Background: an optimization exercise with open tools, aiming at a short achievable clock period and few clock cycles per item. Do not read the settings as production practice. Only simulation tests tie the RTL to the original design; equivalence was not proved. No activity file was given, so power comes from the tool's default toggle rates.

==> inputs of nickel <==
Design APRSC, start of the top module:
module APRSC (
	input             reset,       
	input             clk,         
	input      [31:0] i_wb_adr,    
	input      [3:0]  i_wb_sel,    
	input             i_wb_we,     
	output reg [31:0] o_wb_dat,    
	input      [31:0] i_wb_dat,    
	input             i_wb_cyc,    
	input             i_wb_stb,    
	output            o_wb_ack,    
	output            o_wb_err     
);
clock: 11.5 ns
lec_check: 0
cap_margin: 20
core_margin: 2
core_utilization: 40
slew_margin: 20
standard.sh (not shown) runs the stock make flow with config.mk's settings and CLKGATE_MAP_FILE= SYNTH_SCRIPT=/design/flow/synth_recipe.tcl, a recipe that flattens the netlist after the stock synthesis.
==> flow/flow/run.sh <==
#!/bin/bash
# Standard layout, with plain buffers (not delay cells) on the ports and
# resizing not limited to the same cell footprint, so that the port-to-port
# read path can be sped up.
set -euo pipefail
bash standard.sh \
  MATCH_CELL_FOOTPRINT=0 \
  "BUFFER_PORTS_ARGS=-buffer_cell sky130_fd_sc_hd__buf_4" \
  SETUP_SLACK_MARGIN=6.5 \
  ABC_CLOCK_PERIOD_IN_PS=4000 \
  TNS_END_PERCENT=100 \
  finish > standard_flow.log 2>&1
==> onyx: changes against nickel <==
--- a/flow/design.v
+++ b/flow/design.v
@@ -1384,37 +1384,19 @@
 		u_b3r <= b3r;
 		u_b4r <= b4r;
 		u_b5r <= b5r;
 		u_b6r <= b6r;
 	end
 end
-wire        rd_other_nx = wb_read & ~rd_reg & ~rd_other;
-wire [15:0] a2p_nx = wr_dq ? a2p_w : a2p_q;
-wire [15:0] sr_nx  = wr_dq ? sr_w : sr_q;
-wire [14:0] se_nx  = shift ? p5_sum_a[15:1] : se;
-wire        ack_nx = (wr_req & i_wb_dat[0]) | (ack & ~shift);
-reg  [15:0] rdq_hi, rdq_a2p, rdq_se, rdq_ack, rdq_sr;
-always @(posedge clk or posedge reset) begin
-	if (reset) begin
-		rdq_hi  <= 16'h0000;
-		rdq_a2p <= 16'h0000;
-		rdq_se  <= 16'h0000;
-		rdq_ack <= 16'h0000;
-		rdq_sr  <= 16'h0000;
-	end else begin
-		rdq_hi  <= rd_other_nx ? 16'hdead : 16'h0000;
-		rdq_a2p <= rd_other_nx ? 16'hbeef : a2p_nx;
-		rdq_se  <= rd_other_nx ? 16'hbeef : {1'b0, se_nx};
-		rdq_ack <= rd_other_nx ? 16'hbeef : {15'h0000, ack_nx};
-		rdq_sr  <= rd_other_nx ? 16'hbeef : sr_nx;
-	end
-end
+wire [31:0] rd_a2p_d = rd_other ? 32'hdead_beef : {16'h0000, a2p_q};
+wire [31:0] rd_se_d  = rd_other ? 32'hdead_beef : {17'h00000, se};
+wire [31:0] rd_ack_d = rd_other ? 32'hdead_beef : {31'h0000_0000, ack};
+wire [31:0] rd_sr_d  = rd_other ? 32'hdead_beef : {16'h0000, sr_q};
 always @(*) begin
-	o_wb_dat[31:16] = rdq_hi;
 	case (i_wb_adr[3:2])
-		2'b00:		o_wb_dat[15:0] = rdq_a2p;    
-		2'b01:		o_wb_dat[15:0] = rdq_se;     
-		2'b10:		o_wb_dat[15:0] = rdq_ack;    
-		default:	o_wb_dat[15:0] = rdq_sr;     
+		2'b00:		o_wb_dat = rd_a2p_d;    
+		2'b01:		o_wb_dat = rd_se_d;     
+		2'b10:		o_wb_dat = rd_ack_d;    
+		default:	o_wb_dat = rd_sr_d;     
 	endcase
 end
 endmodule  
==> comparison <==
onyx went through all stages and came out clean. nickel went through all stages and came out clean. In nickel the clock-buffer cell count is higher than in onyx, by 6. Clock skew: onyx is lower than nickel (0.036 ns). In onyx the synthesized cell count is lower than in nickel, by 1.6%. Between onyx and nickel, the lower core utilization is in onyx (gap 0.23 points). Between onyx and nickel, the lower via count is in onyx (gap about 2.6%, measured against nickel). Sequential share of layout area: nickel is lower than onyx (0.55 points).
==> figures <==
quantity	nickel	onyx
Result of the run	no timing/DRC/antenna violations	no timing/DRC/antenna violations
Part of the cycle the worst path needs	48.9%	49.2%
Length of routed met3 wiring	21900 µm	19400 µm
Clock tree sinks	8049	8001
Count of routing violations after the opening detailed-route iteration	11000	10200
Min cycle time layout	5.62 ns	5.65 ns
Routability cong.	0.839	0.816
Final Net Count	25200	24800
Worst Hold Endpoint	p2_s[2]	p2_s[6]
LEAKAGE	192 nW	189 nW
Proportion of layout cells with a drive suffix above 1	38.0%	37.7%
Non-clock buffer area fraction after layout	1.07%	0.932%
Combined area of the multi-input logic cells	133000 µm²	131000 µm²
Testbench counts of nickel, summed over its fixed seeds: cycles 36,864, samples 4,096.
Testbench counts of onyx, summed over its fixed seeds: cycles 36,864, samples 4,096.

[separate check: timing with driven ports]
The flow's constraints put no driver on any port. The routed layouts listed below were extracted and timed again, unchanged, in two steps. Step 1 (the two cells are an assumption about what drives the block):
set clk [get_ports {clk}]
set_driving_cell -lib_cell sky130_fd_sc_hd__clkbuf_16 $clk
set_driving_cell -lib_cell sky130_fd_sc_hd__buf_2 [delete_from_list [all_inputs] $clk]
Step 2, shift: input delay + t, output delay - t, t = (earliest + latest rising clock arrival at the registers) / 2. This alone moves slack from input paths to output paths. Slacks: no drivers / after step 1 / after step 2; pairs: no drivers / after step 1.
| run | t, ns | setup slack, ns | hold slack, ns | worst setup path at the end | clock arrival spread, ns |
|---|---|---|---|---|---|
| nickel | 1.252 | 5.878 / 5.705 / 4.997 | 0.313 / 0.313 / 0.313 | input to register | 0.165 / 0.165 |
| onyx | 1.281 | 5.846 / 5.789 / 4.961 | 0.293 / 0.293 / 0.293 | input to register | 0.138 / 0.139 |
After both steps every run listed still meets setup and hold. For onyx, which loses most, drivers alone change the setup slack by -0.057 ns; drivers and shift together by -0.885 ns.
